From an optimization exercise on the open Yosys and OpenROAD flow, aimed at small area, a short achievable clock period and few clock cycles; shortcuts taken in it are not production practice.
Function was not checked in any run shown here: the RTL went through the layout flow alone.
No activity file was given, so power comes from the tool's default toggle rates.

$ cat design.v
`timescale 1ns/10ps
module LBP ( clk, reset, gray_addr, gray_req, gray_data, lbp_addr, lbp_write, lbp_data, finish);
input   	clk;
input   	reset;
output  [5:0] 	gray_addr;
output        	gray_req;
input   	[7:0] 	gray_data;
output reg [5:0] 	lbp_addr;
output reg 		lbp_write;
output reg [7:0] 	lbp_data;
output reg 	finish;
reg [5:0] cnt;
wire [2:0] r = cnt[5:3];
wire [2:0] c = cnt[2:0];
assign gray_addr = cnt;
assign gray_req  = 1'b1;
always @(posedge clk or posedge reset)
begin
	if (reset) begin
		cnt <= 6'd0;
		finish <= 1'b0;
	end else begin
		cnt <= cnt + 6'd1;
		if (cnt == 6'd63) finish <= 1'b1;
	end
end
always @(posedge clk)
begin
	lbp_write <= !finish && (r >= 3'd2) && (c >= 3'd2);
end
reg [7:0] s1, s2, s3, s4, s5, s6, s7, s8, s9;
wire [7:0] n = gray_data;     
wire [7:0] a = ~s9;           
wire [7:0] b = ~s8;           
wire [7:0] cc = ~s7;          
wire [7:0] d = ~s1;           
always @(posedge clk)
begin
	s1 <= ~n; s2 <= s1; s3 <= s2; s4 <= s3; s5 <= s4;
	s6 <= s5; s7 <= s6; s8 <= s7; s9 <= s8;
end
reg [3:0] l0_1, l0_2, l0_3, l0_4, l0_5, l0_6, l0_7, l0_8, l0_9;
reg [1:0] l5;
reg       l6;
function [1:0] cmp;   
	input [7:0] x, y;
	reg [7:0] g, p;
	reg gt, ge;
	integer k;
	begin
		g = x & ~y;
		p = x | ~y;
		gt = 1'b0;
		ge = 1'b1;
		for (k = 0; k < 8; k = k + 1) begin
			gt = g[k] | p[k] & gt;
			ge = g[k] | p[k] & ge;
		end
		cmp = {gt, ge};
	end
endfunction
wire [1:0] ca = cmp(a, n), cb = cmp(b, n), cc2 = cmp(cc, n), cd = cmp(d, n), cba = cmp(b, a);
wire a_ge = ca[0], n_ge_a = ~ca[1];
wire b_ge = cb[0], n_ge_b = ~cb[1];
wire c_ge = cc2[0], n_ge_c = ~cc2[1];
wire d_ge = cd[0];
wire b_ge_a = cba[0];
always @(posedge clk)
begin
	l0_1 <= {d_ge, c_ge, b_ge, a_ge};
	l0_2 <= l0_1; l0_3 <= l0_2; l0_4 <= l0_3; l0_5 <= l0_4;
	l0_6 <= l0_5; l0_7 <= l0_6; l0_8 <= l0_7; l0_9 <= l0_8;
	l5 <= {l5[0], n_ge_c};
	l6 <= n_ge_b;
	lbp_data <= {n_ge_a, l6, l5[1], b_ge_a, l0_9};
	lbp_addr <= {r - 3'd1, c - 3'd1};
end
endmodule
$ cat flow/run.sh
#!/bin/bash
# The standard layout, with plain buf_2 cells as the port buffers and a
# clkbuf_16 root and clkbuf_4 leaves in the clock tree, without dummy loads.
set -euo pipefail
export BUFFER_PORTS_ARGS="-buffer_cell sky130_fd_sc_hd__buf_2"
export CTS_ARGS="-sink_clustering_enable -repair_clock_nets -sink_clustering_size 50 -sink_clustering_max_diameter 100 -buf_list {sky130_fd_sc_hd__clkbuf_4} -root_buf sky130_fd_sc_hd__clkbuf_16 -dont_use_dummy_load"
bash standard.sh > standard.log 2>&1
$ cat standard.sh
#!/bin/bash
# synth_recipe.tcl (not shown) runs the flow's synth.tcl, then flattens the netlist and writes it again
# the make line also repeats each setting of config.mk as NAME=value (left out here)
make -C /OpenROAD-flow-scripts/flow DESIGN_CONFIG=/design/flow/config.mk WORK_HOME=/design/flow/orfs CLKGATE_MAP_FILE= SYNTH_SCRIPT=/design/flow/synth_recipe.tcl "${@:-finish}"
$ cat config.mk
export PLATFORM = sky130hd
export DESIGN_NAME = LBP
export DESIGN_NICKNAME = LBP
export VERILOG_FILES = /design/flow/design.v
export SDC_FILE = /design/flow/constraint.sdc
export NUM_CORES = 4
export LEC_CHECK = 0
export CAP_MARGIN = 20
export CORE_MARGIN = 2
export CORE_UTILIZATION = 55
export CTS_BUF_LIST = sky130_fd_sc_hd__clkbuf_8 sky130_fd_sc_hd__clkbuf_4
export CTS_CLUSTER_DIAMETER = 100
export CTS_CLUSTER_SIZE = 40
export SETUP_SLACK_MARGIN = 2.3
export SLEW_MARGIN = 20
$ cat constraint.sdc
create_clock -name core_clock -period 4.0 [get_ports {clk}]
set_input_delay 0.8000 -clock core_clock [delete_from_list [all_inputs] [get_ports {clk}]]
set_output_delay 0.8000 -clock core_clock [all_outputs]
set_load 0.01 [all_outputs]
==> results of run 1 <==
## report_power, final
group,switching [mW],internal (mW)
sequential,0.0348,1.42
clock,0.351,0.232
combinational,0.0574,0.0466
total,0.443,1.70
## logic make-up after synthesis
kind of cell | Yosys count
adder cells (fa/ha/maj) | 14
buffers and inverters | 31
AND/OR/NAND/NOR | 34
XOR/XNOR | 6
other | 1
flip-flops | 133
AO/OA/AOI/OAI | 58
## final timing paths
path / startpoint / slack [ns] / cells past startpoint / endpoint
max: gray_data[1] / 2.06 / 7 / l0_1[3]$_DFF_P_
min: l6$_DFF_P_ / 0.31 / 0 / lbp_data[6]$_DFF_P_
max reg2reg: s1[0]$_DFF_P_ / 2.23 / 6 / l0_1[3]$_DFF_P_
min reg2reg: l6$_DFF_P_ / 0.31 / 0 / lbp_data[6]$_DFF_P_
max in group asynchronous: reset / 3.37 / 2 / cnt[5]$_DFF_PP0_
min in group asynchronous: reset / 0.39 / 2 / cnt[0]$_DFF_PP0_
## layout make-up
cell class | count | area [sq um] | area share (%)
clock buffers | 17 | 145.1 | 3.559
repair buffers | 37 | 227.7 | 5.585
flip-flops and latches | 133 | 2701 | 66.25
well taps | 77 | 96.34 | 2.363
inverters | 23 | 86.33 | 2.117
multi-input cells | 113 | 820.8 | 20.13
## flip-flops by register name, indices dropped and copies added (netlist names), 2 cells and up
register	cells
s7	8
s6	8
l5	2
s2	8
s8	8
l0_5	4
s1	8
l0_1	4
l0_6	4
l0_4	4
lbp_addr	6
l0_8	4
s3	8
l0_7	4
l0_3	4
l0_9	4
s4	8
s9	8
cnt	6
s5	8
lbp_data	8
l0_2	4
## what timing repair did
action | in CTS | in global routing
gates resized for setup | 7 | 16
pin swaps | 1 | 8
setup endpoints to repair | 8 | 8
setup buffers | 6 | 0
hold buffers | 0 | 0
## per-layer routing
layer  vias up  track usage [%]
li1       1017                -
met1       948            17.59
met2        48            22.91
met3         6            6.490
met4         0            7.792
met5         -                0
## worst max-delay path: stages
cell and delay (ns):
sky130_fd_sc_hd__buf_6 0.12, sky130_fd_sc_hd__a31oi_4 0.15, sky130_fd_sc_hd__nor2_2 0.05, sky130_fd_sc_hd__maj3_2 0.29
sky130_fd_sc_hd__maj3_2 0.32, sky130_fd_sc_hd__a211o_2 0.35, sky130_fd_sc_hd__a2bb2oi_2 0.12
## cell usage in the layout, fill, tap and decap left out, drive strengths merged, types with 3 or more instances in the layout
cell	instances
a21oi	14
a22oi	4
a31oi	6
buf	37
clkbuf	17
dfrtp	7
dfxtp	126
ha	6
inv	23
maj3	8
nand2	5
nand3	3
nor2	16
nor3	4
o21ai	10
o22ai	6
o31ai	3
xnor2	3
xor2	3
==> notes.md, run 1 <==
Clocking
The clock buffer count from CTS is 17. Counting along the longest clock path gives a buffer depth of 2. The clock latency at the later pin of the worst-skew pair is 0.34 ns.

The total clock sinks is 133. In this run the number of H-tree levels came out at 4. The root buffer selected by CTS is sky130_fd_sc_hd__clkbuf_16.

The clock-pin slew on the worst setup and hold paths is 0.11 ns. The TritonCTS clock tree is done.

Floorplan
The area inside the core boundary is 0.006314 sq mm. The chip height is 84.79 um. The initial utilization of the core area, before any placement, comes to 56.86%. The floorplan row count is 29. The die area is 0.007189 sq mm. Pin placement for this block handled 33 I/O pins.

In this run the horizontal extent of the chip is 84.79 um.

Logic synthesis
In the post-synthesis netlist, the biggest area contributors are sky130_fd_sc_hd__dfxtp_1, sky130_fd_sc_hd__dfrtp_1, sky130_fd_sc_hd__inv_1. Sorting the synthesized cells by how often they occur yields sky130_fd_sc_hd__dfxtp_1, sky130_fd_sc_hd__inv_1, sky130_fd_sc_hd__nor2_1, sky130_fd_sc_hd__a21oi_1, sky130_fd_sc_hd__o21ai_0. The leading cell type by number of instances after synthesis is sky130_fd_sc_hd__dfxtp_1. The synthesized design contains 133 register bits. The combinational family with the most area after synthesis is compound AO/OA/AOI/OAI gates.

The share of synthesized cell area in and, or, nand and nor gates is 4.217%. Among all flip-flop cells after synthesis, the most frequent one is sky130_fd_sc_hd__dfxtp_1. Sequential cells were found to cover 75.15% of the synthesized design area.

The post-synth net total is 293. In the synthesized netlist the async set-or-reset flop fraction comes to 5.263%. Dividing the synthesized area by the synthesized cell count gives 12.96 sq um. Summed over its instances, the top area cell type makes up 70.27% of the synthesized netlist area. The synthesized netlist cell count is 277. The complex-gate fraction of the synthesized area is 10.84%. Yosys mapped a number of flops with a built-in enable equal to 0. The post-synthesis cell area is 0.003590 sq mm.

After synthesis, the netlist uses 43 different library cells. The number of synthesis warnings is 1. Summing the areas of all fa, ha and maj instances in the mapped netlist gives 4.392% of the synthesized area.

The post-synthesis mux area share is 0%. The library cell occupying the most area in the post-synthesis netlist is sky130_fd_sc_hd__dfxtp_1. After Yosys synthesis, XOR and XNOR cells account for 1.464% of the synthesized area.

Global routing
The total congestion overflow is 0. The first global-routing pass estimated 7.997 mm of wire. Entering global routing, the biggest net connects 17 pins. The aggregate global-route resource usage is 14.86%. The initial antenna violation count is 0. The via count of the first global-routing pass is 1829.

Setup path
The worst setup path is of the in -> reg kind. STA classifies the critical path endpoint as a register. The startpoint kind of the worst setup timing path is a primary input. For the worst setup path, the data required time is 4.27 ns. Data on the critical path arrives at its endpoint at 2.21 ns. Along the worst path, the maximum fanout reaches 9.

Final layout
The net total in the final layout is 341. Once layout is complete, the utilization of the core stands at 64.59%. The number of antenna cells inserted is 0. The summed area of non-filler cells in the final layout is 0.004078 sq mm. The fraction of final layout cells sized beyond drive strength 1 is 23.53%. Fill cells in the final layout number 516. The relative area change from synthesis to final layout is 13.59%. The number of standard cells in the layout, taps in and fillers out is 400.

Timing
Setup repair after global routing could not meet its margin everywhere. The final critical path takes up 48.44% of the cycle. The tightest hold path in the finished design has a slack of 0.3059 ns.

Setup violations remaining at the end of the flow were counted as 0. The setup slack of the critical path after layout is 2.062 ns. The minimum clock period after layout is 1.938 ns. Across the routed clock network, the largest skew measured is 0.03259 ns. The count of final max-slew check failures is 0. The final count of hold timing violations came to 0. Derived from the worst setup path, the maximum achievable clock frequency is 516.1 MHz. Setup total negative slack on the finished layout was measured at 0 ns.

Power and ir drop
Power spread over the standard cell area amounts to 526.3 mW/mm^2. In this run the static leakage power is 1.785 nW. The total power is 2.146 mW. The maximum vdd ir drop is 345.7 uV.

Placement
Summing all placed instances gives a cell area of 0.003802 sq mm. In this run the tool buffered the top-level ports with 31 buffer cells. The placed cell count is 377. The final weighted congestion in routability-driven placement is 0.7754. Summed over all nets, the half-perimeter wirelength after detailed placement is 3.299 mm.

The worst setup timing slack at the placement stage is 1.659 ns.

Routing
For this block, the routed nets add up to 5.055 mm of wire. The detailed router put a total of 2.384 mm of wire on met1. Summed over all nets, wire length on met2 after detailed routing comes to 2.320 mm. The via-per-instance ratio is 5.048. The detail route stage leaves a number of antenna-violating nets equal to 0. The highest layer touched by signal routing is met4. The first-pass iteration count of the detailed router is 4. The met3 wire length is 264 um. The first-iteration detailed-routing DRC count is 78. Dividing the detail-routed wire length by the instance count gives 12.64 um. The number of remaining DRC errors is 0. The final route contains 2019 vias.

Hold path
The worst hold path belongs to the class reg -> reg.

Run status
The flow ran to the end and the layout has no timing, DRC or antenna violations.

Run
The tool flagged a number of max-cap violations equal to 0.
==> run 2, diff against run 1 <==
==> design.v (replaced) <==
`timescale 1ns/10ps
module LBP ( clk, reset, gray_addr, gray_req, gray_data, lbp_addr, lbp_write, lbp_data, finish);
input   	clk;
input   	reset;
output  [5:0] 	gray_addr;
output        	gray_req;
input   	[7:0] 	gray_data;
output reg [5:0] 	lbp_addr;
output reg 		lbp_write;
output reg [7:0] 	lbp_data;
output reg 	finish;
reg [5:0] cnt;
wire [2:0] r = cnt[5:3];
wire [2:0] c = cnt[2:0];
assign gray_addr = cnt;
assign gray_req  = 1'b1;
always @(posedge clk or posedge reset)
begin
	if (reset) begin
		cnt <= 6'd0;
		finish <= 1'b0;
	end else begin
		cnt <= cnt + 6'd1;
		if (cnt == 6'd63) finish <= 1'b1;
	end
end
always @(posedge clk)
begin
	lbp_write <= !finish && (r >= 3'd2) && (c >= 3'd2);
end
reg [7:0] s1, s2, s3, s4, s5, s6, s7, s8, s9, s10;
wire [7:0] n = gray_data;     
wire [7:0] a = ~s9;           
wire [7:0] b = ~s8;           
wire [7:0] cc = ~s7;          
wire [7:0] e = ~s10;          
always @(posedge clk)
begin
	s1 <= ~n; s2 <= s1; s3 <= s2; s4 <= s3; s5 <= s4;
	s6 <= s5; s7 <= s6; s8 <= s7; s9 <= s8; s10 <= s9;
end
reg [2:0] l0_1, l0_2, l0_3, l0_4, l0_5, l0_6, l0_7, l0_8, l0_9;
reg [1:0] l5;
reg       l6;
function [1:0] cmp;   
	input [7:0] x, y;
	reg [7:0] g, p;
	reg [3:0] g2, p2;
	reg [1:0] g4, p4;
	begin
		g = x & ~y;
		p = x | ~y;
		g2 = {g[7] | p[7] & g[6], g[5] | p[5] & g[4], g[3] | p[3] & g[2], g[1] | p[1] & g[0]};
		p2 = {g[7] | p[7] & p[6], g[5] | p[5] & p[4], g[3] | p[3] & p[2], g[1] | p[1] & p[0]};
		g4 = {g2[3] | p2[3] & g2[2], g2[1] | p2[1] & g2[0]};
		p4 = {g2[3] | p2[3] & p2[2], g2[1] | p2[1] & p2[0]};
		cmp = {g4[1] | p4[1] & g4[0], g4[1] | p4[1] & p4[0]};
	end
endfunction
wire [1:0] ca = cmp(a, n), cb = cmp(b, n), cc2 = cmp(cc, n), cea = cmp(e, a), cba = cmp(b, a);
wire a_ge = ca[0], n_ge_a = ~ca[1];
wire b_ge = cb[0], n_ge_b = ~cb[1];
wire c_ge = cc2[0], n_ge_c = ~cc2[1];
wire e_ge_a = cea[0];
wire b_ge_a = cba[0];
always @(posedge clk)
begin
	l0_1 <= {c_ge, b_ge, a_ge};
	l0_2 <= l0_1; l0_3 <= l0_2; l0_4 <= l0_3; l0_5 <= l0_4;
	l0_6 <= l0_5; l0_7 <= l0_6; l0_8 <= l0_7; l0_9 <= l0_8;
	l5 <= {l5[0], n_ge_c};
	l6 <= n_ge_b;
	lbp_data <= {n_ge_a, l6, l5[1], b_ge_a, e_ge_a, l0_9};
	lbp_addr <= {r - 3'd1, c - 3'd1};
end
endmodule
==> flow/run.sh (replaced) <==
#!/bin/bash
# The standard layout, with plain buf_2 cells as the port buffers and a
# clock tree without dummy loads.
set -euo pipefail
export BUFFER_PORTS_ARGS="-buffer_cell sky130_fd_sc_hd__buf_2"
export CTS_ARGS="-sink_clustering_enable -repair_clock_nets -sink_clustering_size 50 -sink_clustering_max_diameter 100 -buf_list {sky130_fd_sc_hd__clkbuf_16 sky130_fd_sc_hd__clkbuf_8} -root_buf sky130_fd_sc_hd__clkbuf_16 -dont_use_dummy_load -sink_buffer_max_cap_derate 1.0"
bash standard.sh > standard.log 2>&1
==> notes.md, run 2 <==
Logic synthesis
The commonest cells after synthesis are sky130_fd_sc_hd__dfxtp_1, sky130_fd_sc_hd__inv_1, sky130_fd_sc_hd__maj3_1, sky130_fd_sc_hd__a21oi_1, sky130_fd_sc_hd__nand2_1. The post-synthesis cell area is 0.003637 sq mm. The post-synthesis sequential area ratio is 73.62%. The predominant post-synthesis flop cell is sky130_fd_sc_hd__dfxtp_1.

A synthesized cell averages 12.67 sq um. Ranked by total cell area, the synthesized netlist is headed by sky130_fd_sc_hd__dfxtp_1, sky130_fd_sc_hd__maj3_1, sky130_fd_sc_hd__dfrtp_1. Summed over its instances, the top area cell type makes up 68.80% of the synthesized netlist area. After synthesis the netlist holds a flip-flop and latch count of 132.

Counting flops with an async set or reset pin after synthesis yields a share of 5.303%. Yosys mapped a number of flops with a built-in enable equal to 0. Synthesis instantiated 35 different standard cells from the library.

sky130_fd_sc_hd__dfxtp_1 is the most common cell in the netlist. The number of nets handed over by synthesis was 303. The library cell occupying the most area in the post-synthesis netlist is sky130_fd_sc_hd__dfxtp_1.

In the synthesized netlist, the number of instances is 287. For this run, the number of Yosys warnings is 1.

Power and ir drop
In this run the static leakage power is 1.934 nW. The power per standard cell area is 618.6 mW/mm^2. Total power for the finished layout comes to 2.730 mW. The maximum vdd ir drop is 549.5 uV.

Setup path
The launch point of the worst reg-to-reg path is s10[0]$_DFF_P_. The critical-path maximum fanout is 2. The library cell contributing the largest single delay on the critical path is sky130_fd_sc_hd__dfrtp_1. The data required time at the worst endpoint is 3.20 ns. In this design, the largest share of critical-path delay is due to flip-flops.

The critical path is of the reg -> out type. The count of buffer and inverter cells on the critical path is 1. The worst flop-to-flop path endpoint is lbp_data[3]$_DFF_P_. The worst setup path is launched from a register. The critical path goes through buf_2.

The worst endpoint data arrival time is 0.92 ns. Counting cells, the worst reg-to-reg path comes to 6. For this run, the slowest stage of the critical path takes 0.38 ns. The endpoint kind of the worst setup timing path is an output port.

The setup check on the worst reg-to-reg path leaves a slack of 2.34 ns.

Hold path
The type of the most critical hold path is reg -> reg. The beginning of the worst hold path is s5[1]$_DFF_P_. The number of cells on the worst hold path is 0.

The end of the worst hold path is s6[1]$_DFF_P_.

Timing
The final clock skew is 0.01824 ns. Setup repair after global routing could not meet its margin everywhere. The final count of hold timing violations was 0. The post-route clock period utilization is 43.05%. The clock period could shrink to 1.722 ns.

The total of endpoints with negative setup slack in the final report is 0. Across all setup checks in the final design, the least slack found is 2.278 ns. The minimum hold slack is 0.3102 ns. Setup total negative slack on the finished layout was measured at 0 ns.

For this run, the top clock speed supported by timing is 580.8 MHz. The count of final max-slew check failures is 0.

Clocking
The number of hold buffers added after CTS was 0. The total clock sinks is 132. TritonCTS built the clock tree. The clock buffer count from CTS is 17. The maximum root-to-sink buffer count is 2. The H-tree was split into 4 levels. The tree is rooted in a sky130_fd_sc_hd__clkbuf_16. The later pin in the worst-skew pair is clocked with a latency of 0.41 ns. The clock-pin slew on the worst setup and hold paths is 0.06 ns.

Final layout
In the layout the commonest cells are sky130_fd_sc_hd__dfxtp_1, sky130_fd_sc_hd__buf_2, sky130_fd_sc_hd__inv_1. The leading cell type in the layout, fill and taps excluded is sky130_fd_sc_hd__dfxtp_1. From synthesis to final layout, the design area changed by 21.33%.

The number of standard cells in the layout, taps in and fillers out is 417. The number of antenna cells inserted is 0. The post-route netlist has 23.53% of its cells at a drive strength greater than 1. Summing all non-filler instances in the final layout gives an area of 0.004413 sq mm. The net count of the finished layout is 358. The end-of-flow core utilization is 69.10%.

Routing
For this block, the initial DRC count from the detailed router was 67. In the final routed layout, each cell accounts on average for 13.06 um. The total detailed-routing wirelength is 5.445 mm. In the routed layout, each cell is associated on average with a via count of 5.055. The number of vias in the routed layout is 2108. For this run, the detailed router's first-pass iteration total came to 5. The detail route stage leaves a number of antenna-violating nets equal to 0.

The number of remaining DRC errors is 0.

Placement
Summing all placed instances gives a cell area of 0.003882 sq mm. The estimated wirelength of the detail-placed design is 3.493 mm. Before CTS, the worst setup slack after placement is 1.926 ns.

The number of buffers inserted by port buffering is 31. The final weighted congestion in routability-driven placement is 0.7549. The placed cell count is 389.

Run
The number of max-cap violations is 0.

Global routing
The wire length of the first global-routing pass is 8.983 mm. Entering global routing, the biggest net connects 17 pins. The initial antenna violation count is 0. The total congestion overflow is 0. Global routing used 16.77% of the available tracks across all layers. The via count of the first global-routing pass was 2014.

Floorplan
The initialized floorplan defines 29 standard-cell rows. The die area is 0.007280 sq mm. The die boundary width is 85.32 um. In this run the standard cell core region covers 0.006386 sq mm. From bottom edge to top edge, the die measures 85.32 um. Pin placement for this block handled 33 I/O pins.

The effective utilization at floorplan is 56.96%.

Run status
The flow ran to the end and the layout has no timing, DRC or antenna violations.
run 2: changes by cell type after synthesis, sizes merged, moves of 3 or more:
cell,before,now
maj3,8,21
nand2,5,13
nor2b,0,3
a22oi,4,1
nor2,16,12
run 2: where the power goes:
| part | total [mW] | internal, mW | switching, mW |
|---|---|---|---|
| registers | 1.45 | 1.41 | 0.0366 |
| clock network | 1.18 | 0.731 | 0.446 |
| logic | 0.104 | 0.0490 | 0.0548 |
run 2: routing by layer:
layer / global-route usage, % / up-vias / share of wire [%]
met4: 10.39 / 0 / 2.0
met3: 7.198 / 9 / 4.8
met2: 24.64 / 43 / 46
li1: - / 1058 / -
met5: 0 / - / 0
met1: 20.28 / 998 / 47
run 2: worst max-delay path by stage:
stage,start,end,depth (start not counted)
after floorplan,gray_data[4],l5[0]$_DFF_P_,6
after global placement,gray_data[4],l6$_DFF_P_,6
after detailed placement,gray_data[4],l6$_DFF_P_,6
after CTS,cnt[2]$_DFF_PP0_,gray_addr[2],1
after global routing,cnt[3]$_DFF_PP0_,gray_addr[3],1
final,cnt[3]$_DFF_PP0_,gray_addr[3],1
run 2: what timing repair did:
item / CTS / global route
pin swaps: 4 / 2
buffers inserted: 7 / 4
resized for setup: 6 / 5
setup endpoints to repair: 8 / 11
run 2: cells by family (layout without fill, tap and decap cells):
logic type	after synthesis	count (layout)	share of synthesized area, %
AOI/OAI and AO/OA	51	51	8.600
xor gates and xnor gates	6	6	1.445
adders and majority gates	27	27	7.946
buffers and inverters	28	81	3.027
DFF	132	132	73.62
other	1	1	0.1031
and+or+nand+nor	42	42	5.263
run 2: cell type report:
| cell class | count | area (sq um) |
|---|---|---|
| sequential | 132 | 2684 |
| fill | 490 | 1973 |
| multi-input combinational | 127 | 880.8 |
| clock buffer | 17 | 425.4 |
| timing repair buffer | 42 | 244.0 |
| tap | 77 | 96.34 |
| inverter | 22 | 82.58 |

==> afterwards: timing with drivers on the ports <==
In the flow no input, the clock included, has a driving cell. The finished layouts below were timed again as built, in two steps.
Step 1, drivers: a clkbuf_16 drives clk and a buf_2 each remaining input, both assumed.
Step 2 also shifts input and output timing later by t, the mid clock arrival at the registers, as if the neighbouring blocks saw the same clock.
a / b / c = ideal / step 1 / step 2; a / b = the first two.
run | shift t [ns] | setup WS [ns] | worst hold slack (ns)
run 1 | 0.361 | 2.062 / 2.063 / 1.702 | 0.306 / 0.306 / 0.306
run 2 | 0.432 | 2.278 / 2.244 / 1.919 | 0.310 / 0.309 / 0.310
After both steps setup and hold are still met in every run listed. The setup slack of run 1, which loses most, moves by +0.001 ns with the drivers and by -0.360 ns with both steps.
